This is an optimization exercise on Yosys and OpenROAD, whose aim is small area and a short achievable clock period, not a production implementation.
No functional check of the RTL was part of any run shown here.
Power and IR drop assume default switching activity.

==> design/flow/design.v <==
`timescale 1ns/1ps
module solution (
    input clk,
    input rst,
    input row_valid,
    input [281:0] row_data,
    output [63:0] splitters_hit,
    output reg done
);
    localparam WIDTH = 141;
    localparam HEIGHT = 142;
    reg [7:0] y;                  
    reg [WIDTH-1:0] active;       
    wire take = row_valid & ~done & ~rst;
    wire [WIDTH-1:0] spl, src, hit;
    genvar i;
    generate
        for (i = 0; i < WIDTH; i = i + 1) begin : cells
            assign spl[i] = take & (row_data[2*i+1:2*i] == 2'd1);
            assign src[i] = take & (row_data[2*i+1:2*i] == 2'd2);
            assign hit[i] = active[i] & spl[i];
        end
    endgenerate
    wire [WIDTH-1:0] next_active = (active & ~spl) | src | (hit << 1) | (hit >> 1);
    always @(posedge clk) begin
        if (rst) begin
            active <= {WIDTH{1'b0}};
            y <= 8'd0;
            done <= 1'b0;
        end else begin
            active <= next_active;
            if (row_valid & ~done) begin
                y <= y + 8'd1;
                if (y == HEIGHT - 1) done <= 1'b1;
            end
        end
    end
    reg [7:0] pend0;
    wire s1 = hit[0] ^ hit[100] ^ hit[101];
    wire c2 = (hit[0] & hit[100]) | (hit[0] & hit[101]) | (hit[100] & hit[101]);
    wire s3 = hit[102] ^ hit[103] ^ hit[104];
    wire c4 = (hit[102] & hit[103]) | (hit[102] & hit[104]) | (hit[103] & hit[104]);
    wire s5 = hit[105] ^ hit[106] ^ hit[107];
    wire c6 = (hit[105] & hit[106]) | (hit[105] & hit[107]) | (hit[106] & hit[107]);
    wire s7 = hit[108] ^ hit[109] ^ hit[10];
    wire c8 = (hit[108] & hit[109]) | (hit[108] & hit[10]) | (hit[109] & hit[10]);
    wire s9 = hit[110] ^ hit[111] ^ hit[112];
    wire c10 = (hit[110] & hit[111]) | (hit[110] & hit[112]) | (hit[111] & hit[112]);
    wire s11 = hit[113] ^ hit[114] ^ hit[115];
    wire c12 = (hit[113] & hit[114]) | (hit[113] & hit[115]) | (hit[114] & hit[115]);
    wire s13 = hit[116] ^ hit[117] ^ hit[118];
    wire c14 = (hit[116] & hit[117]) | (hit[116] & hit[118]) | (hit[117] & hit[118]);
    wire s15 = hit[119] ^ hit[11] ^ hit[120];
    wire c16 = (hit[119] & hit[11]) | (hit[119] & hit[120]) | (hit[11] & hit[120]);
    wire s17 = hit[121] ^ hit[122] ^ hit[123];
    wire c18 = (hit[121] & hit[122]) | (hit[121] & hit[123]) | (hit[122] & hit[123]);
    wire s19 = hit[124] ^ hit[125] ^ hit[126];
    wire c20 = (hit[124] & hit[125]) | (hit[124] & hit[126]) | (hit[125] & hit[126]);
    wire s21 = hit[127] ^ hit[128] ^ hit[129];
    wire c22 = (hit[127] & hit[128]) | (hit[127] & hit[129]) | (hit[128] & hit[129]);
    wire s23 = hit[12] ^ hit[130] ^ hit[131];
    wire c24 = (hit[12] & hit[130]) | (hit[12] & hit[131]) | (hit[130] & hit[131]);
    wire s25 = hit[132] ^ hit[133] ^ hit[134];
    wire c26 = (hit[132] & hit[133]) | (hit[132] & hit[134]) | (hit[133] & hit[134]);
    wire s27 = hit[135] ^ hit[136] ^ hit[137];
    wire c28 = (hit[135] & hit[136]) | (hit[135] & hit[137]) | (hit[136] & hit[137]);
    wire s29 = hit[138] ^ hit[139] ^ hit[13];
    wire c30 = (hit[138] & hit[139]) | (hit[138] & hit[13]) | (hit[139] & hit[13]);
    wire s31 = hit[140] ^ hit[14] ^ hit[15];
    wire c32 = (hit[140] & hit[14]) | (hit[140] & hit[15]) | (hit[14] & hit[15]);
    wire s33 = hit[16] ^ hit[17] ^ hit[18];
    wire c34 = (hit[16] & hit[17]) | (hit[16] & hit[18]) | (hit[17] & hit[18]);
    wire s35 = hit[19] ^ hit[1] ^ hit[20];
    wire c36 = (hit[19] & hit[1]) | (hit[19] & hit[20]) | (hit[1] & hit[20]);
    wire s37 = hit[21] ^ hit[22] ^ hit[23];
    wire c38 = (hit[21] & hit[22]) | (hit[21] & hit[23]) | (hit[22] & hit[23]);
    wire s39 = hit[24] ^ hit[25] ^ hit[26];
    wire c40 = (hit[24] & hit[25]) | (hit[24] & hit[26]) | (hit[25] & hit[26]);
    wire s41 = hit[27] ^ hit[28] ^ hit[29];
    wire c42 = (hit[27] & hit[28]) | (hit[27] & hit[29]) | (hit[28] & hit[29]);
    wire s43 = hit[2] ^ hit[30] ^ hit[31];
    wire c44 = (hit[2] & hit[30]) | (hit[2] & hit[31]) | (hit[30] & hit[31]);
    wire s45 = hit[32] ^ hit[33] ^ hit[34];
    wire c46 = (hit[32] & hit[33]) | (hit[32] & hit[34]) | (hit[33] & hit[34]);
    wire s47 = hit[35] ^ hit[36] ^ hit[37];
    wire c48 = (hit[35] & hit[36]) | (hit[35] & hit[37]) | (hit[36] & hit[37]);
    wire s49 = hit[38] ^ hit[39] ^ hit[3];
    wire c50 = (hit[38] & hit[39]) | (hit[38] & hit[3]) | (hit[39] & hit[3]);
    wire s51 = hit[40] ^ hit[41] ^ hit[42];
    wire c52 = (hit[40] & hit[41]) | (hit[40] & hit[42]) | (hit[41] & hit[42]);
    wire s53 = hit[43] ^ hit[44] ^ hit[45];
    wire c54 = (hit[43] & hit[44]) | (hit[43] & hit[45]) | (hit[44] & hit[45]);
    wire s55 = hit[46] ^ hit[47] ^ hit[48];
    wire c56 = (hit[46] & hit[47]) | (hit[46] & hit[48]) | (hit[47] & hit[48]);
    wire s57 = hit[49] ^ hit[4] ^ hit[50];
    wire c58 = (hit[49] & hit[4]) | (hit[49] & hit[50]) | (hit[4] & hit[50]);
    wire s59 = hit[51] ^ hit[52] ^ hit[53];
    wire c60 = (hit[51] & hit[52]) | (hit[51] & hit[53]) | (hit[52] & hit[53]);
    wire s61 = hit[54] ^ hit[55] ^ hit[56];
    wire c62 = (hit[54] & hit[55]) | (hit[54] & hit[56]) | (hit[55] & hit[56]);
    wire s63 = hit[57] ^ hit[58] ^ hit[59];
    wire c64 = (hit[57] & hit[58]) | (hit[57] & hit[59]) | (hit[58] & hit[59]);
    wire s65 = hit[5] ^ hit[60] ^ hit[61];
    wire c66 = (hit[5] & hit[60]) | (hit[5] & hit[61]) | (hit[60] & hit[61]);
    wire s67 = hit[62] ^ hit[63] ^ hit[64];
    wire c68 = (hit[62] & hit[63]) | (hit[62] & hit[64]) | (hit[63] & hit[64]);
    wire s69 = hit[65] ^ hit[66] ^ hit[67];
    wire c70 = (hit[65] & hit[66]) | (hit[65] & hit[67]) | (hit[66] & hit[67]);
    wire s71 = hit[68] ^ hit[69] ^ hit[6];
    wire c72 = (hit[68] & hit[69]) | (hit[68] & hit[6]) | (hit[69] & hit[6]);
    wire s73 = hit[70] ^ hit[71] ^ hit[72];
    wire c74 = (hit[70] & hit[71]) | (hit[70] & hit[72]) | (hit[71] & hit[72]);
    wire s75 = hit[73] ^ hit[74] ^ hit[75];
    wire c76 = (hit[73] & hit[74]) | (hit[73] & hit[75]) | (hit[74] & hit[75]);
    wire s77 = hit[76] ^ hit[77] ^ hit[78];
    wire c78 = (hit[76] & hit[77]) | (hit[76] & hit[78]) | (hit[77] & hit[78]);
    wire s79 = hit[79] ^ hit[7] ^ hit[80];
    wire c80 = (hit[79] & hit[7]) | (hit[79] & hit[80]) | (hit[7] & hit[80]);
    wire s81 = hit[81] ^ hit[82] ^ hit[83];
    wire c82 = (hit[81] & hit[82]) | (hit[81] & hit[83]) | (hit[82] & hit[83]);
    wire s83 = hit[84] ^ hit[85] ^ hit[86];
    wire c84 = (hit[84] & hit[85]) | (hit[84] & hit[86]) | (hit[85] & hit[86]);
    wire s85 = hit[87] ^ hit[88] ^ hit[89];
    wire c86 = (hit[87] & hit[88]) | (hit[87] & hit[89]) | (hit[88] & hit[89]);
    wire s87 = hit[8] ^ hit[90] ^ hit[91];
    wire c88 = (hit[8] & hit[90]) | (hit[8] & hit[91]) | (hit[90] & hit[91]);
    wire s89 = hit[92] ^ hit[93] ^ hit[94];
    wire c90 = (hit[92] & hit[93]) | (hit[92] & hit[94]) | (hit[93] & hit[94]);
    wire s91 = hit[95] ^ hit[96] ^ hit[97];
    wire c92 = (hit[95] & hit[96]) | (hit[95] & hit[97]) | (hit[96] & hit[97]);
    wire s93 = hit[98] ^ hit[99] ^ hit[9];
    wire c94 = (hit[98] & hit[99]) | (hit[98] & hit[9]) | (hit[99] & hit[9]);
    wire s95 = s1 ^ s11 ^ s13;
    wire c96 = (s1 & s11) | (s1 & s13) | (s11 & s13);
    wire s97 = s15 ^ s17 ^ s19;
    wire c98 = (s15 & s17) | (s15 & s19) | (s17 & s19);
    wire s99 = s21 ^ s23 ^ s25;
    wire c100 = (s21 & s23) | (s21 & s25) | (s23 & s25);
    wire s101 = s27 ^ s29 ^ s3;
    wire c102 = (s27 & s29) | (s27 & s3) | (s29 & s3);
    wire s103 = s31 ^ s33 ^ s35;
    wire c104 = (s31 & s33) | (s31 & s35) | (s33 & s35);
    wire s105 = s37 ^ s39 ^ s41;
    wire c106 = (s37 & s39) | (s37 & s41) | (s39 & s41);
    wire s107 = s43 ^ s45 ^ s47;
    wire c108 = (s43 & s45) | (s43 & s47) | (s45 & s47);
    wire s109 = s49 ^ s5 ^ s51;
    wire c110 = (s49 & s5) | (s49 & s51) | (s5 & s51);
    wire s111 = s53 ^ s55 ^ s57;
    wire c112 = (s53 & s55) | (s53 & s57) | (s55 & s57);
    wire s113 = s59 ^ s61 ^ s63;
    wire c114 = (s59 & s61) | (s59 & s63) | (s61 & s63);
    wire s115 = s65 ^ s67 ^ s69;
    wire c116 = (s65 & s67) | (s65 & s69) | (s67 & s69);
    wire s117 = s7 ^ s71 ^ s73;
    wire c118 = (s7 & s71) | (s7 & s73) | (s71 & s73);
    wire s119 = s75 ^ s77 ^ s79;
    wire c120 = (s75 & s77) | (s75 & s79) | (s77 & s79);
    wire s121 = s81 ^ s83 ^ s85;
    wire c122 = (s81 & s83) | (s81 & s85) | (s83 & s85);
    wire s123 = s87 ^ s89 ^ s9;
    wire c124 = (s87 & s89) | (s87 & s9) | (s89 & s9);
    wire s125 = s91 ^ s93 ^ s101;
    wire c126 = (s91 & s93) | (s91 & s101) | (s93 & s101);
    wire s127 = s103 ^ s105 ^ s107;
    wire c128 = (s103 & s105) | (s103 & s107) | (s105 & s107);
    wire s129 = s109 ^ s111 ^ s113;
    wire c130 = (s109 & s111) | (s109 & s113) | (s111 & s113);
    wire s131 = s115 ^ s117 ^ s119;
    wire c132 = (s115 & s117) | (s115 & s119) | (s117 & s119);
    wire s133 = s121 ^ s123 ^ s95;
    wire c134 = (s121 & s123) | (s121 & s95) | (s123 & s95);
    wire s135 = s97 ^ s99 ^ s125;
    wire c136 = (s97 & s99) | (s97 & s125) | (s99 & s125);
    wire s137 = s127 ^ s129 ^ s131;
    wire c138 = (s127 & s129) | (s127 & s131) | (s129 & s131);
    wire s139 = s133 ^ s135 ^ s137;
    wire c140 = (s133 & s135) | (s133 & s137) | (s135 & s137);
    wire s141 = c10 ^ c12 ^ c14;
    wire c142 = (c10 & c12) | (c10 & c14) | (c12 & c14);
    wire s143 = c16 ^ c18 ^ c2;
    wire c144 = (c16 & c18) | (c16 & c2) | (c18 & c2);
    wire s145 = c20 ^ c22 ^ c24;
    wire c146 = (c20 & c22) | (c20 & c24) | (c22 & c24);
    wire s147 = c26 ^ c28 ^ c30;
    wire c148 = (c26 & c28) | (c26 & c30) | (c28 & c30);
    wire s149 = c32 ^ c34 ^ c36;
    wire c150 = (c32 & c34) | (c32 & c36) | (c34 & c36);
    wire s151 = c38 ^ c4 ^ c40;
    wire c152 = (c38 & c4) | (c38 & c40) | (c4 & c40);
    wire s153 = c42 ^ c44 ^ c46;
    wire c154 = (c42 & c44) | (c42 & c46) | (c44 & c46);
    wire s155 = c48 ^ c50 ^ c52;
    wire c156 = (c48 & c50) | (c48 & c52) | (c50 & c52);
    wire s157 = c54 ^ c56 ^ c58;
    wire c158 = (c54 & c56) | (c54 & c58) | (c56 & c58);
    wire s159 = c6 ^ c60 ^ c62;
    wire c160 = (c6 & c60) | (c6 & c62) | (c60 & c62);
    wire s161 = c64 ^ c66 ^ c68;
    wire c162 = (c64 & c66) | (c64 & c68) | (c66 & c68);
    wire s163 = c70 ^ c72 ^ c74;
    wire c164 = (c70 & c72) | (c70 & c74) | (c72 & c74);
    wire s165 = c76 ^ c78 ^ c8;
    wire c166 = (c76 & c78) | (c76 & c8) | (c78 & c8);
    wire s167 = c80 ^ c82 ^ c84;
    wire c168 = (c80 & c82) | (c80 & c84) | (c82 & c84);
    wire s169 = c86 ^ c88 ^ c90;
    wire c170 = (c86 & c88) | (c86 & c90) | (c88 & c90);
    wire s171 = c92 ^ c94 ^ c100;
    wire c172 = (c92 & c94) | (c92 & c100) | (c94 & c100);
    wire s173 = c102 ^ c104 ^ c106;
    wire c174 = (c102 & c104) | (c102 & c106) | (c104 & c106);
    wire s175 = c108 ^ c110 ^ c112;
    wire c176 = (c108 & c110) | (c108 & c112) | (c110 & c112);
    wire s177 = c114 ^ c116 ^ c118;
    wire c178 = (c114 & c116) | (c114 & c118) | (c116 & c118);
    wire s179 = c120 ^ c122 ^ c124;
    wire c180 = (c120 & c122) | (c120 & c124) | (c122 & c124);
    wire s181 = c96 ^ c98 ^ s141;
    wire c182 = (c96 & c98) | (c96 & s141) | (c98 & s141);
    wire s183 = s143 ^ s145 ^ s147;
    wire c184 = (s143 & s145) | (s143 & s147) | (s145 & s147);
    wire s185 = s149 ^ s151 ^ s153;
    wire c186 = (s149 & s151) | (s149 & s153) | (s151 & s153);
    wire s187 = s155 ^ s157 ^ s159;
    wire c188 = (s155 & s157) | (s155 & s159) | (s157 & s159);
    wire s189 = s161 ^ s163 ^ s165;
    wire c190 = (s161 & s163) | (s161 & s165) | (s163 & s165);
    wire s191 = s167 ^ s169 ^ c126;
    wire c192 = (s167 & s169) | (s167 & c126) | (s169 & c126);
    wire s193 = c128 ^ c130 ^ c132;
    wire c194 = (c128 & c130) | (c128 & c132) | (c130 & c132);
    wire s195 = c134 ^ s171 ^ s173;
    wire c196 = (c134 & s171) | (c134 & s173) | (s171 & s173);
    wire s197 = s175 ^ s177 ^ s179;
    wire c198 = (s175 & s177) | (s175 & s179) | (s177 & s179);
    wire s199 = s181 ^ s183 ^ s185;
    wire c200 = (s181 & s183) | (s181 & s185) | (s183 & s185);
    wire s201 = s187 ^ s189 ^ c136;
    wire c202 = (s187 & s189) | (s187 & c136) | (s189 & c136);
    wire s203 = c138 ^ s191 ^ s193;
    wire c204 = (c138 & s191) | (c138 & s193) | (s191 & s193);
    wire s205 = s195 ^ s197 ^ s199;
    wire c206 = (s195 & s197) | (s195 & s199) | (s197 & s199);
    wire s207 = c140 ^ s201 ^ s203;
    wire c208 = (c140 & s201) | (c140 & s203) | (s201 & s203);
    wire s209 = c142 ^ c144 ^ c146;
    wire c210 = (c142 & c144) | (c142 & c146) | (c144 & c146);
    wire s211 = c148 ^ c150 ^ c152;
    wire c212 = (c148 & c150) | (c148 & c152) | (c150 & c152);
    wire s213 = c154 ^ c156 ^ c158;
    wire c214 = (c154 & c156) | (c154 & c158) | (c156 & c158);
    wire s215 = c160 ^ c162 ^ c164;
    wire c216 = (c160 & c162) | (c160 & c164) | (c162 & c164);
    wire s217 = c166 ^ c168 ^ c170;
    wire c218 = (c166 & c168) | (c166 & c170) | (c168 & c170);
    wire s219 = c172 ^ c174 ^ c176;
    wire c220 = (c172 & c174) | (c172 & c176) | (c174 & c176);
    wire s221 = c178 ^ c180 ^ c182;
    wire c222 = (c178 & c180) | (c178 & c182) | (c180 & c182);
    wire s223 = c184 ^ c186 ^ c188;
    wire c224 = (c184 & c186) | (c184 & c188) | (c186 & c188);
    wire s225 = c190 ^ s209 ^ s211;
    wire c226 = (c190 & s209) | (c190 & s211) | (s209 & s211);
    wire s227 = s213 ^ s215 ^ s217;
    wire c228 = (s213 & s215) | (s213 & s217) | (s215 & s217);
    wire s229 = c192 ^ c194 ^ c196;
    wire c230 = (c192 & c194) | (c192 & c196) | (c194 & c196);
    wire s231 = c198 ^ c200 ^ s219;
    wire c232 = (c198 & c200) | (c198 & s219) | (c200 & s219);
    wire s233 = s221 ^ s223 ^ s225;
    wire c234 = (s221 & s223) | (s221 & s225) | (s223 & s225);
    wire s235 = s227 ^ c202 ^ c204;
    wire c236 = (s227 & c202) | (s227 & c204) | (c202 & c204);
    wire s237 = c206 ^ s229 ^ s231;
    wire c238 = (c206 & s229) | (c206 & s231) | (s229 & s231);
    wire s239 = s233 ^ c208 ^ s235;
    wire c240 = (s233 & c208) | (s233 & s235) | (c208 & s235);
    wire s241 = c210 ^ c212 ^ c214;
    wire c242 = (c210 & c212) | (c210 & c214) | (c212 & c214);
    wire s243 = c216 ^ c218 ^ c220;
    wire c244 = (c216 & c218) | (c216 & c220) | (c218 & c220);
    wire s245 = c222 ^ c224 ^ c226;
    wire c246 = (c222 & c224) | (c222 & c226) | (c224 & c226);
    wire s247 = c228 ^ s241 ^ c230;
    wire c248 = (c228 & s241) | (c228 & c230) | (s241 & c230);
    wire s249 = c232 ^ c234 ^ s243;
    wire c250 = (c232 & c234) | (c232 & s243) | (c234 & s243);
    wire s251 = s245 ^ c236 ^ c238;
    wire c252 = (s245 & c236) | (s245 & c238) | (c236 & c238);
    wire s253 = s247 ^ s249 ^ c240;
    wire c254 = (s247 & s249) | (s247 & c240) | (s249 & c240);
    wire s255 = c242 ^ c244 ^ c246;
    wire c256 = (c242 & c244) | (c242 & c246) | (c244 & c246);
    wire s257 = c248 ^ c250 ^ s255;
    wire c258 = (c248 & c250) | (c248 & s255) | (c250 & s255);
    wire s259 = c252 ^ s257 ^ c254;
    wire c260 = (c252 & s257) | (c252 & c254) | (s257 & c254);
    wire s261 = c256 ^ c258 ^ c260;
    wire c262 = (c256 & c258) | (c256 & c260) | (c258 & c260);
    wire s263 = s205 ^ s207;
    wire c264 = s205 & s207;
    wire s265 = s237 ^ s239 ^ c264;
    wire c266 = (s237 & s239) | (s237 & c264) | (s239 & c264);
    wire s267 = s251 ^ s253 ^ c266;
    wire c268 = (s251 & s253) | (s251 & c266) | (s253 & c266);
    wire s269 = s259 ^ c268;
    wire c270 = s259 & c268;
    wire s271 = s261 ^ c270;
    wire c272 = s261 & c270;
    wire s273 = c262 ^ c272;
    wire c274 = c262 & c272;
    wire [7:0] pend0_next = {c274, s273, s271, s269, s267, s265, s263, s139};
    reg [14:0] acc;
    wire s275 = acc[0] ^ pend0[0];
    wire c276 = acc[0] & pend0[0];
    wire s277 = acc[1] ^ pend0[1] ^ c276;
    wire c278 = (acc[1] & pend0[1]) | (acc[1] & c276) | (pend0[1] & c276);
    wire s279 = acc[2] ^ pend0[2] ^ c278;
    wire c280 = (acc[2] & pend0[2]) | (acc[2] & c278) | (pend0[2] & c278);
    wire s281 = acc[3] ^ pend0[3] ^ c280;
    wire c282 = (acc[3] & pend0[3]) | (acc[3] & c280) | (pend0[3] & c280);
    wire s283 = acc[4] ^ pend0[4] ^ c282;
    wire c284 = (acc[4] & pend0[4]) | (acc[4] & c282) | (pend0[4] & c282);
    wire s285 = acc[5] ^ pend0[5] ^ c284;
    wire c286 = (acc[5] & pend0[5]) | (acc[5] & c284) | (pend0[5] & c284);
    wire s287 = acc[6] ^ pend0[6] ^ c286;
    wire c288 = (acc[6] & pend0[6]) | (acc[6] & c286) | (pend0[6] & c286);
    wire s289 = acc[7] ^ pend0[7] ^ c288;
    wire c290 = (acc[7] & pend0[7]) | (acc[7] & c288) | (pend0[7] & c288);
    wire s291 = acc[8] ^ c290;
    wire c292 = acc[8] & c290;
    wire s293 = acc[9] ^ c292;
    wire c294 = acc[9] & c292;
    wire s295 = acc[10] ^ c294;
    wire c296 = acc[10] & c294;
    wire s297 = acc[11] ^ c296;
    wire c298 = acc[11] & c296;
    wire s299 = acc[12] ^ c298;
    wire c300 = acc[12] & c298;
    wire s301 = acc[13] ^ c300;
    wire c302 = acc[13] & c300;
    wire s303 = acc[14] ^ c302;
    wire c304 = acc[14] & c302;
    wire [14:0] total = {s303, s301, s299, s297, s295, s293, s291, s289, s287, s285, s283, s281, s279, s277, s275};
    always @(posedge clk) begin
        if (rst) acc <= 15'd0;
        else acc <= total;
        pend0 <= pend0_next;    
    end
    assign splitters_hit = {49'd0, total};
endmodule
==> design/flow/run.sh <==
#!/bin/bash
# synth_recipe.tcl (not shown) runs the flow's synth.tcl, then flattens the netlist and writes it again
# the make line also repeats each setting of config.mk as NAME=value (left out here)
make -C /OpenROAD-flow-scripts/flow DESIGN_CONFIG=/design/flow/config.mk WORK_HOME=/design/flow/orfs CLKGATE_MAP_FILE= SYNTH_SCRIPT=/design/flow/synth_recipe.tcl finish
==> design/flow/config.mk <==
export PLATFORM = sky130hd
export DESIGN_NAME = solution
export DESIGN_NICKNAME = solution
export VERILOG_FILES = /design/flow/design.v
export SDC_FILE = /design/flow/constraint.sdc
export NUM_CORES = 4
export LEC_CHECK = 0
export CAP_MARGIN = 20
export CORE_MARGIN = 2
export CORE_UTILIZATION = 40
export SLEW_MARGIN = 20
==> design/flow/constraint.sdc <==
create_clock -name core_clock -period 100.0 [get_ports {clk}]
set_input_delay 20.0000 -clock core_clock [delete_from_list [all_inputs] [get_ports {clk}]]
set_output_delay 20.0000 -clock core_clock [all_outputs]
set_load 0.01 [all_outputs]
==> impl_metrics.toml, run 1 <==
[die]
die_h_um = 189
die_w_um = 189
core-area_mm2 = 0.0337
dieArea_mm2 = 0.0358
initial_core_util = 0.408
rows = 67
io_pins = 350

[synth]
ys_ff_latch = 173
yosys.area.top_type = "dfxtp_1"
synth_async_sr_flop_share = 0
synthFlopType = "dfxtp_1"
synth_cell_type_count = 37
yosysTopAreaCellShare = 0.252
synth_edf_count = 0
synth_seq_area_share = 0.252
yosysWarnings = 1
synthTopCellsByArea = "dfxtp_1 25%, fa_1 20%, inv_1 9.2%, nand4b_1 9.0%, a41oi_1 8.9%"
netlist_top_cells_count = "338 x inv_1, 173 x dfxtp_1, 142 x o21ai_0"
yosysMostFrequentCell = "inv_1"
syn_inst = 1551
avgSynthCellArea_um2 = 8.86
syn-cell-area_mm2 = 0.0137

[timing]
slew_viol_final = 0
tightest_slew_ns = 1.08
hold_viol_final = 0
finalCriticalPeriod_ns = 28.26
setup_violations = 0
max_slew_margin = 0.280
min_period_over_period = 0.283
skew_ns = 0.0123
fin_tns_setup_ns = 0
grt_setup_unrepaired = "no"
fmax_ghz = 0.0354

[drt]
drc_errors = 0
ant_nets = 0
drt_iter0_markers = 823
wl_per_cell_um = 18.8
finalWirelength_um = 42400
viasPerCell = 5.42
dr.pass1.iters = 5
vias = 12200

[placed_design]
hpwl_um = 32600
place_congestion = 0.844
place_inst = 2225
port_buffers = 300

[cts]
cts_resized = 0
cts_tree = "done"
clock-root-buffer = "clkbuf_16"
post-cts-setup-buffer-count = 0
clk_path_buf_depth = 2
htreeDepth = 4
cts_buffers = 17
cts.clk_slew.worst_paths_ns = 0.06
cts_sinks = 173
ctsHoldBuffers = 0
insertion_delay_ns = 0.45

[global_routing]
first_global_vias = 12000
grt_pass1_wl_um = 66300
overflow = 0
grt_max_degree = 92
gr-usage-all-layers = 0.236
antenna_found_initial = 4

[pwr]
vdd_drop_max_mv = 0.0118
power.leakage_nw = 7.30
swShare = 0.272
p_switching_mw = 0.0533
seq_power_share = 0.402
p_per_area_mw_per_mm2 = 11.2
combPwrFrac = 0.226
p_int_mw = 0.142
clockPowerShare = 0.372

[cells_and_area]
final_nets = 2234
syn_to_final_growth_pct = 26.7
layout-drive-gt1-share = 0.0221
stdcell_count = 2258

[worst_hold_path]
worst_hold_path_type = "reg -> reg"

[worst_setup_path]
crit_path_end_kind = "flop"
cp-start-kind = "primary input"
cp.required_ns = 100.33
path_class = "in -> reg"
cp_max_fo = 91
crit_arrival_ns = 28.59

[run]
drv_cap = 0

[run_status]
status = "complete, no violations"
[power groups by stage]
stage | registers [mW] | clock network [mW] | logic (mW)
finish | 0.0785 | 0.0727 | 0.0442
global route | 0.0793 | 0.0771 | 0.0485
CTS | 0.0784 | 0.0745 | 0.0445
detailed placement | 0.0800 | 0 | 0.0442
global placement | 0.0796 | 0 | 0.0437
floorplan | 0.0791 | 0 | 0.0251
[area by class of cell]
| class | instances | area (um^2) |
|---|---|---|
| sequential | 173 | 3460 |
| tap | 448 | 561 |
| timing repair buffer | 307 | 3060 |
| inverter | 338 | 1270 |
| fill | 3139 | 16300 |
| antenna | 2 | 5.00 |
| clock inverter | 7 | 135 |
| multi-input combinational | 959 | 8440 |
| clock buffer | 24 | 482 |
[registers in the layout (all words and copies together), names as in the netlist]
signal  cells
y           8
pend0       8
active    141
done        1
acc        15
[metrics by stage]
stage                     setup WS (ns)  area (um^2)   util  power, mW  hold WS, ns
after floorplan                   74.21        13900      -      0.104        0.448
after detailed placement          71.27        16800  0.498      0.124        0.476
after global placement            71.24        16800  0.498      0.123        0.469
after global routing              71.31        17400  0.517      0.205        0.531
final                             71.74        17400  0.517      0.195        0.491
after CTS                         71.75        17400  0.517      0.197        0.491
[final timing paths]
path | startpoint | endpoint | slack [ns] | cells after the start
worst max-delay path | row_valid | pend0[6]$_DFF_P_ | 71.74 | 24
worst min-delay path | y[7]$_SDFFE_PP0N_ | y[7]$_SDFFE_PP0N_ | 0.49 | 2
worst max register to register | done$_SDFFE_PP0P_ | pend0[6]$_DFF_P_ | 91.57 | 23
worst min register to register | y[7]$_SDFFE_PP0N_ | y[7]$_SDFFE_PP0N_ | 0.49 | 2
[kinds of logic after synthesis]
group	count (synthesis)	synth area share
XOR/XNOR	3	0.00191
adder cells (fa/ha/maj)	153	0.216
AND/OR/NAND/NOR	321	0.172
flip-flops	173	0.252
AO/OA/AOI/OAI	433	0.209
other	1	0.000273
buffers and inverters	467	0.148
[per-layer routing]
layer,vias up,track usage,routed length [um],share of wire
li1,5840,-,-,-
met1,5982,0.337,19800,0.47
met2,374,0.368,19300,0.46
met3,44,0.0397,2370,0.056
met4,4,0.0698,825,0.019
met5,-,0,27,0.00064
[critical path, stage by stage]
cell and delay [ns]:
clkdlybuf4s50_1 0.72, nor3b_4 0.92, buf_4 0.47, buf_4 0.86, nand4b_1 0.36, fa_1 0.68
inv_1 0.07, fa_1 0.49, inv_1 0.05, fa_1 0.48, inv_1 0.05, fa_1 0.37
inv_1 0.07, fa_1 0.16, inv_1 0.05, fa_1 0.53, inv_1 0.05, fa_1 0.52
inv_1 0.05, fa_1 0.41, fa_1 0.45, ha_1 0.22, ha_1 0.20, ha_1 0.28
[cells in the final DEF, fill, tap and decap left out, types with 2 or more instances in the layout]
cell / n
inv_1: 338
clkdlybuf4s50_1: 299
dfxtp_1: 173
o21ai_0: 142
nand4b_1: 141
a41oi_1: 140
fa_1: 140
a31oi_1: 139
nor2b_1: 82
and2_1: 72
conb_1: 49
clkbuf_16: 17
ha_1: 13
a21oi_1: 7
buf_4: 7
nor2_1: 5
or3_1: 4
clkbuf_1: 4
bufinv_16: 4
clkinv_2: 3
clkbuf_8: 3
diode_2: 2
nand2_1: 2
nor3b_1: 2
or2_2: 2
o211ai_1: 2
xnor2_1: 2
==> run 2, diff against run 1 <==
--- a/design/flow/design.v
+++ b/design/flow/design.v
@@ -35,7 +35,7 @@
             end
         end
     end
-    reg [7:0] pend0;
+    reg [7:0] pend0, pend1;
     wire s1 = hit[0] ^ hit[100] ^ hit[101];
     wire c2 = (hit[0] & hit[100]) | (hit[0] & hit[101]) | (hit[100] & hit[101]);
     wire s3 = hit[102] ^ hit[103] ^ hit[104];
@@ -298,55 +298,59 @@
     wire c260 = (c252 & s257) | (c252 & c254) | (s257 & c254);
     wire s261 = c256 ^ c258 ^ c260;
     wire c262 = (c256 & c258) | (c256 & c260) | (c258 & c260);
-    wire s263 = s205 ^ s207;
-    wire c264 = s205 & s207;
-    wire s265 = s237 ^ s239 ^ c264;
-    wire c266 = (s237 & s239) | (s237 & c264) | (s239 & c264);
-    wire s267 = s251 ^ s253 ^ c266;
-    wire c268 = (s251 & s253) | (s251 & c266) | (s253 & c266);
-    wire s269 = s259 ^ c268;
-    wire c270 = s259 & c268;
-    wire s271 = s261 ^ c270;
-    wire c272 = s261 & c270;
-    wire s273 = c262 ^ c272;
-    wire c274 = c262 & c272;
-    wire [7:0] pend0_next = {c274, s273, s271, s269, s267, s265, s263, s139};
+    wire [7:0] pend0_next = {1'b0, c262, s261, s259, s251, s237, s205, s139};
+    wire [7:0] pend1_next = {1'b0, 1'b0, 1'b0, 1'b0, s253, s239, s207, 1'b0};
     reg [14:0] acc;
-    wire s275 = acc[0] ^ pend0[0];
-    wire c276 = acc[0] & pend0[0];
-    wire s277 = acc[1] ^ pend0[1] ^ c276;
-    wire c278 = (acc[1] & pend0[1]) | (acc[1] & c276) | (pend0[1] & c276);
-    wire s279 = acc[2] ^ pend0[2] ^ c278;
-    wire c280 = (acc[2] & pend0[2]) | (acc[2] & c278) | (pend0[2] & c278);
-    wire s281 = acc[3] ^ pend0[3] ^ c280;
-    wire c282 = (acc[3] & pend0[3]) | (acc[3] & c280) | (pend0[3] & c280);
-    wire s283 = acc[4] ^ pend0[4] ^ c282;
-    wire c284 = (acc[4] & pend0[4]) | (acc[4] & c282) | (pend0[4] & c282);
-    wire s285 = acc[5] ^ pend0[5] ^ c284;
-    wire c286 = (acc[5] & pend0[5]) | (acc[5] & c284) | (pend0[5] & c284);
-    wire s287 = acc[6] ^ pend0[6] ^ c286;
-    wire c288 = (acc[6] & pend0[6]) | (acc[6] & c286) | (pend0[6] & c286);
-    wire s289 = acc[7] ^ pend0[7] ^ c288;
-    wire c290 = (acc[7] & pend0[7]) | (acc[7] & c288) | (pend0[7] & c288);
-    wire s291 = acc[8] ^ c290;
-    wire c292 = acc[8] & c290;
-    wire s293 = acc[9] ^ c292;
-    wire c294 = acc[9] & c292;
-    wire s295 = acc[10] ^ c294;
-    wire c296 = acc[10] & c294;
-    wire s297 = acc[11] ^ c296;
-    wire c298 = acc[11] & c296;
-    wire s299 = acc[12] ^ c298;
-    wire c300 = acc[12] & c298;
-    wire s301 = acc[13] ^ c300;
-    wire c302 = acc[13] & c300;
-    wire s303 = acc[14] ^ c302;
-    wire c304 = acc[14] & c302;
-    wire [14:0] total = {s303, s301, s299, s297, s295, s293, s291, s289, s287, s285, s283, s281, s279, s277, s275};
+    wire s263 = acc[0] ^ pend0[0] ^ pend1[0];
+    wire c264 = (acc[0] & pend0[0]) | (acc[0] & pend1[0]) | (pend0[0] & pend1[0]);
+    wire s265 = acc[1] ^ pend0[1] ^ pend1[1];
+    wire c266 = (acc[1] & pend0[1]) | (acc[1] & pend1[1]) | (pend0[1] & pend1[1]);
+    wire s267 = acc[2] ^ pend0[2] ^ pend1[2];
+    wire c268 = (acc[2] & pend0[2]) | (acc[2] & pend1[2]) | (pend0[2] & pend1[2]);
+    wire s269 = acc[3] ^ pend0[3] ^ pend1[3];
+    wire c270 = (acc[3] & pend0[3]) | (acc[3] & pend1[3]) | (pend0[3] & pend1[3]);
+    wire s271 = acc[4] ^ pend0[4] ^ pend1[4];
+    wire c272 = (acc[4] & pend0[4]) | (acc[4] & pend1[4]) | (pend0[4] & pend1[4]);
+    wire s273 = acc[5] ^ pend0[5] ^ pend1[5];
+    wire c274 = (acc[5] & pend0[5]) | (acc[5] & pend1[5]) | (pend0[5] & pend1[5]);
+    wire s275 = acc[6] ^ pend0[6] ^ pend1[6];
+    wire c276 = (acc[6] & pend0[6]) | (acc[6] & pend1[6]) | (pend0[6] & pend1[6]);
+    wire s277 = acc[7] ^ pend0[7] ^ pend1[7];
+    wire c278 = (acc[7] & pend0[7]) | (acc[7] & pend1[7]) | (pend0[7] & pend1[7]);
+    wire s279 = c264 ^ s265;
+    wire c280 = c264 & s265;
+    wire s281 = c266 ^ s267 ^ c280;
+    wire c282 = (c266 & s267) | (c266 & c280) | (s267 & c280);
+    wire s283 = c268 ^ s269 ^ c282;
+    wire c284 = (c268 & s269) | (c268 & c282) | (s269 & c282);
+    wire s285 = c270 ^ s271 ^ c284;
+    wire c286 = (c270 & s271) | (c270 & c284) | (s271 & c284);
+    wire s287 = c272 ^ s273 ^ c286;
+    wire c288 = (c272 & s273) | (c272 & c286) | (s273 & c286);
+    wire s289 = c274 ^ s275 ^ c288;
+    wire c290 = (c274 & s275) | (c274 & c288) | (s275 & c288);
+    wire s291 = c276 ^ s277 ^ c290;
+    wire c292 = (c276 & s277) | (c276 & c290) | (s277 & c290);
+    wire s293 = acc[8] ^ c278 ^ c292;
+    wire c294 = (acc[8] & c278) | (acc[8] & c292) | (c278 & c292);
+    wire s295 = acc[9] ^ c294;
+    wire c296 = acc[9] & c294;
+    wire s297 = acc[10] ^ c296;
+    wire c298 = acc[10] & c296;
+    wire s299 = acc[11] ^ c298;
+    wire c300 = acc[11] & c298;
+    wire s301 = acc[12] ^ c300;
+    wire c302 = acc[12] & c300;
+    wire s303 = acc[13] ^ c302;
+    wire c304 = acc[13] & c302;
+    wire s305 = acc[14] ^ c304;
+    wire c306 = acc[14] & c304;
+    wire [14:0] total = {s305, s303, s301, s299, s297, s295, s293, s291, s289, s287, s285, s283, s281, s279, s263};
     always @(posedge clk) begin
         if (rst) acc <= 15'd0;
         else acc <= total;
         pend0 <= pend0_next;    
+        pend1 <= pend1_next;    
     end
     assign splitters_hit = {49'd0, total};
 endmodule
==> impl_metrics.toml, run 2 <==
[worst_hold_path]
worst_hold_path_type = "reg -> reg"

[pwr]
p_per_area_mw_per_mm2 = 11.3
swShare = 0.283
p_int_mw = 0.142
power_mw = 0.198
clockPowerShare = 0.370
power.leakage_nw = 7.33
vdd_drop_max_mv = 0.0109
seq_power_share = 0.401
p_switching_mw = 0.0559
combPwrFrac = 0.229

[placed_design]
hpwl_um = 33500
place_inst = 2248
place_congestion = 0.856
port_buffers = 300

[worst_setup_path]
slowest_stage = "buf_4"
path_class = "in -> reg"
cp_num_buf_inv = 6
cp.required_ns = 100.31
cp_max_fo = 83
crit_family = "adder cells"
crit_arrival_ns = 28.04
worst_path_most_repeated_cell = "fa_1"
max_stage_delay_ns = 0.84
cp-start-kind = "primary input"
crit_path_end_kind = "flop"
path_cells = "clkdlybuf4s50_1 > nor3b_4 > buf_4 > buf_4 > nand4b_1 > fa_1 > inv_1 > fa_1 > inv_1 > fa_1 > fa_1 > fa_1 > inv_1 > fa_1 > fa_1 > fa_1 > fa_1 > fa_1"

[synth]
yosys.area.top_type = "dfxtp_1"
synthFlopType = "dfxtp_1"
yosysMostFrequentCell = "inv_1"
synth_edf_count = 0
synth_async_sr_flop_share = 0
avgSynthCellArea_um2 = 8.82
syn-cell-area_mm2 = 0.0138
synthTopCellsByArea = "dfxtp_1 25%, fa_1 20%, inv_1 9.5%, nand4b_1 9.0%, a41oi_1 8.8%"
yosysTopAreaCellShare = 0.253
synth_seq_area_share = 0.253
yosysWarnings = 1
synth_cell_type_count = 37
syn_inst = 1569
ys_ff_latch = 175
netlist_top_cells_count = "352 x inv_1, 175 x dfxtp_1, 142 x nand4b_1"

[cts]
insertion_delay_ns = 0.44
cts_buffers = 17
clock-root-buffer = "clkbuf_16"
clk_path_buf_depth = 2
cts_resized = 0
htreeDepth = 4
cts.clk_slew.worst_paths_ns = 0.07
cts_tree = "done"
cts_sinks = 175
post-cts-setup-buffer-count = 0
ctsHoldBuffers = 0

[timing]
setup_violations = 0
fmax_ghz = 0.0361
max_slew_margin = 0.317
tightest_slew_ns = 1.03
hold_viol_final = 0
fin_tns_setup_ns = 0
min_period_over_period = 0.277
grt_setup_unrepaired = "no"
skew_ns = 0.0165
slew_viol_final = 0
finalCriticalPeriod_ns = 27.73
hold_ws_ns = 0.489

[global_routing]
gr-usage-all-layers = 0.239
grt_pass1_wl_um = 67400
overflow = 0
antenna_found_initial = 5
grt_max_degree = 102
first_global_vias = 12300

[cells_and_area]
syn_to_final_growth_pct = 26.6
multiInputGateArea_mm2 = 0.00844
layout-drive-gt1-share = 0.0236
reg_top3 = "active: 141 flops, acc: 15 flops, y: 8 flops"
stdcell_count = 2283
layout_commonest_cell = "inv_1"
layout_common_cells = "352 x inv_1, 299 x clkdlybuf4s50_1, 175 x dfxtp_1"
final_util = 0.511
largest_reg_flops = 141
ff_latch_area_mm2 = 0.00350
fillerInstances = 3202
final_nets = 2250
largest-register = "active"

[die]
dieArea_mm2 = 0.0361
die_h_um = 190
die_w_um = 190
rows = 68
initial_core_util = 0.404
io_pins = 350
core-area_mm2 = 0.0343

[drt]
dr.pass1.iters = 4
drt_iter0_markers = 692
ant_nets = 0
wl_per_cell_um = 19.0
drc_errors = 0
viasPerCell = 5.42
finalWirelength_um = 43300
vias = 12400

[run_status]
status = "complete, no violations"

[run]
drv_cap = 0
-- run 2: cell families (layout without fill, tap and decap cells) --
logic type	count (synthesis)	count (layout)	share of synthesized area
flops	175	175	0.253
other cells	1	53	0.000271
simple gates	322	322	0.171
mux	1	1	0.000814
xor+xnor	2	2	0.00127
fa+ha+maj	153	153	0.214
buf+inv	482	689	0.151
compound gates	433	433	0.208
-- run 2: through the flow --
step	worst slack (ns)	instance area (um^2)
after floorplan	74.25	14000
after global placement	71.78	16900
after detailed placement	71.69	16900
after CTS	72.18	17500
after global routing	71.96	17500
final	72.27	17500
-- run 2: layout make-up --
class                   count  share of cell area
diodes                      4            0.000572
clock buffers              23              0.0279
clock inverters             8             0.00736
inverters                 352              0.0754
multi-input cells         960               0.482
flip-flops and latches    175               0.200
well taps                 455              0.0325
repair buffers            306               0.174
-- run 2: worst register-to-register path, delay by kind of cell (launching register included) --
family | cells | cell delay, ns
flops | 1 | 0.45
fa+ha+maj | 10 | 5.03
buf+inv | 5 | 1.62
simple gates | 2 | 0.71
-- run 2: power groups by stage --
stage          logic [mW]  clock network (mW)  registers (mW)
2_1_floorplan      0.0259                   0          0.0798
3_3_place_gp       0.0449                   0          0.0804
3_5_place_dp       0.0455                   0          0.0808
4_1_cts            0.0456              0.0740          0.0792
5_1_grt            0.0501              0.0769          0.0801
6_report           0.0454              0.0731          0.0793
-- run 2: worst paths after layout --
kind	slack, ns	depth (start not counted)	startpoint	endpoint
setup / recovery	72.27	18	row_valid	pend0[5]$_DFF_P_
hold reg to reg	0.49	2	y[7]$_SDFFE_PP0N_	y[7]$_SDFFE_PP0N_
setup reg to reg	92.05	17	done$_SDFFE_PP0P_	pend0[5]$_DFF_P_
hold / removal	0.49	2	y[7]$_SDFFE_PP0N_	y[7]$_SDFFE_PP0N_
-- run 2: layer usage --
layer	global-route usage	vias to the layer above	wire [um]
li1	-	5890	-
met1	0.312	6067	19000
met2	0.402	368	20900
met3	0.0489	48	2380
met4	0.0689	4	928
met5	0	-	26

[separate check: timing with driven ports]
How much do the figures lean on ideal ports? The routed layouts below were timed once more, with nothing changed but the port constraints. Step 1 (the two cells are an assumption about what drives the block):
set clk [get_ports {clk}]
set_driving_cell -lib_cell sky130_fd_sc_hd__clkbuf_16 $clk
set_driving_cell -lib_cell sky130_fd_sc_hd__buf_2 [delete_from_list [all_inputs] $clk]
Step 2 moves the port delays by t, midway between the first and last clock arrival at a register: inputs arrive t later, outputs are due t later. That takes back most of the time a late clock gives input paths. Three values: no drivers, after step 1, after step 2; two values: the first two.
run	t (ns)	setup slack, ns	hold WS [ns]	worst setup path at the end
run 1	0.492	71.735 / 71.747 / 71.255	0.491 / 0.491 / 0.491	input to register
run 2	0.489	72.267 / 72.292 / 71.803	0.489 / 0.489 / 0.489	input to register
After both steps every run listed still meets setup and hold. The setup slack of run 1, which loses most, moves by +0.012 ns with the drivers and by -0.480 ns with both steps.
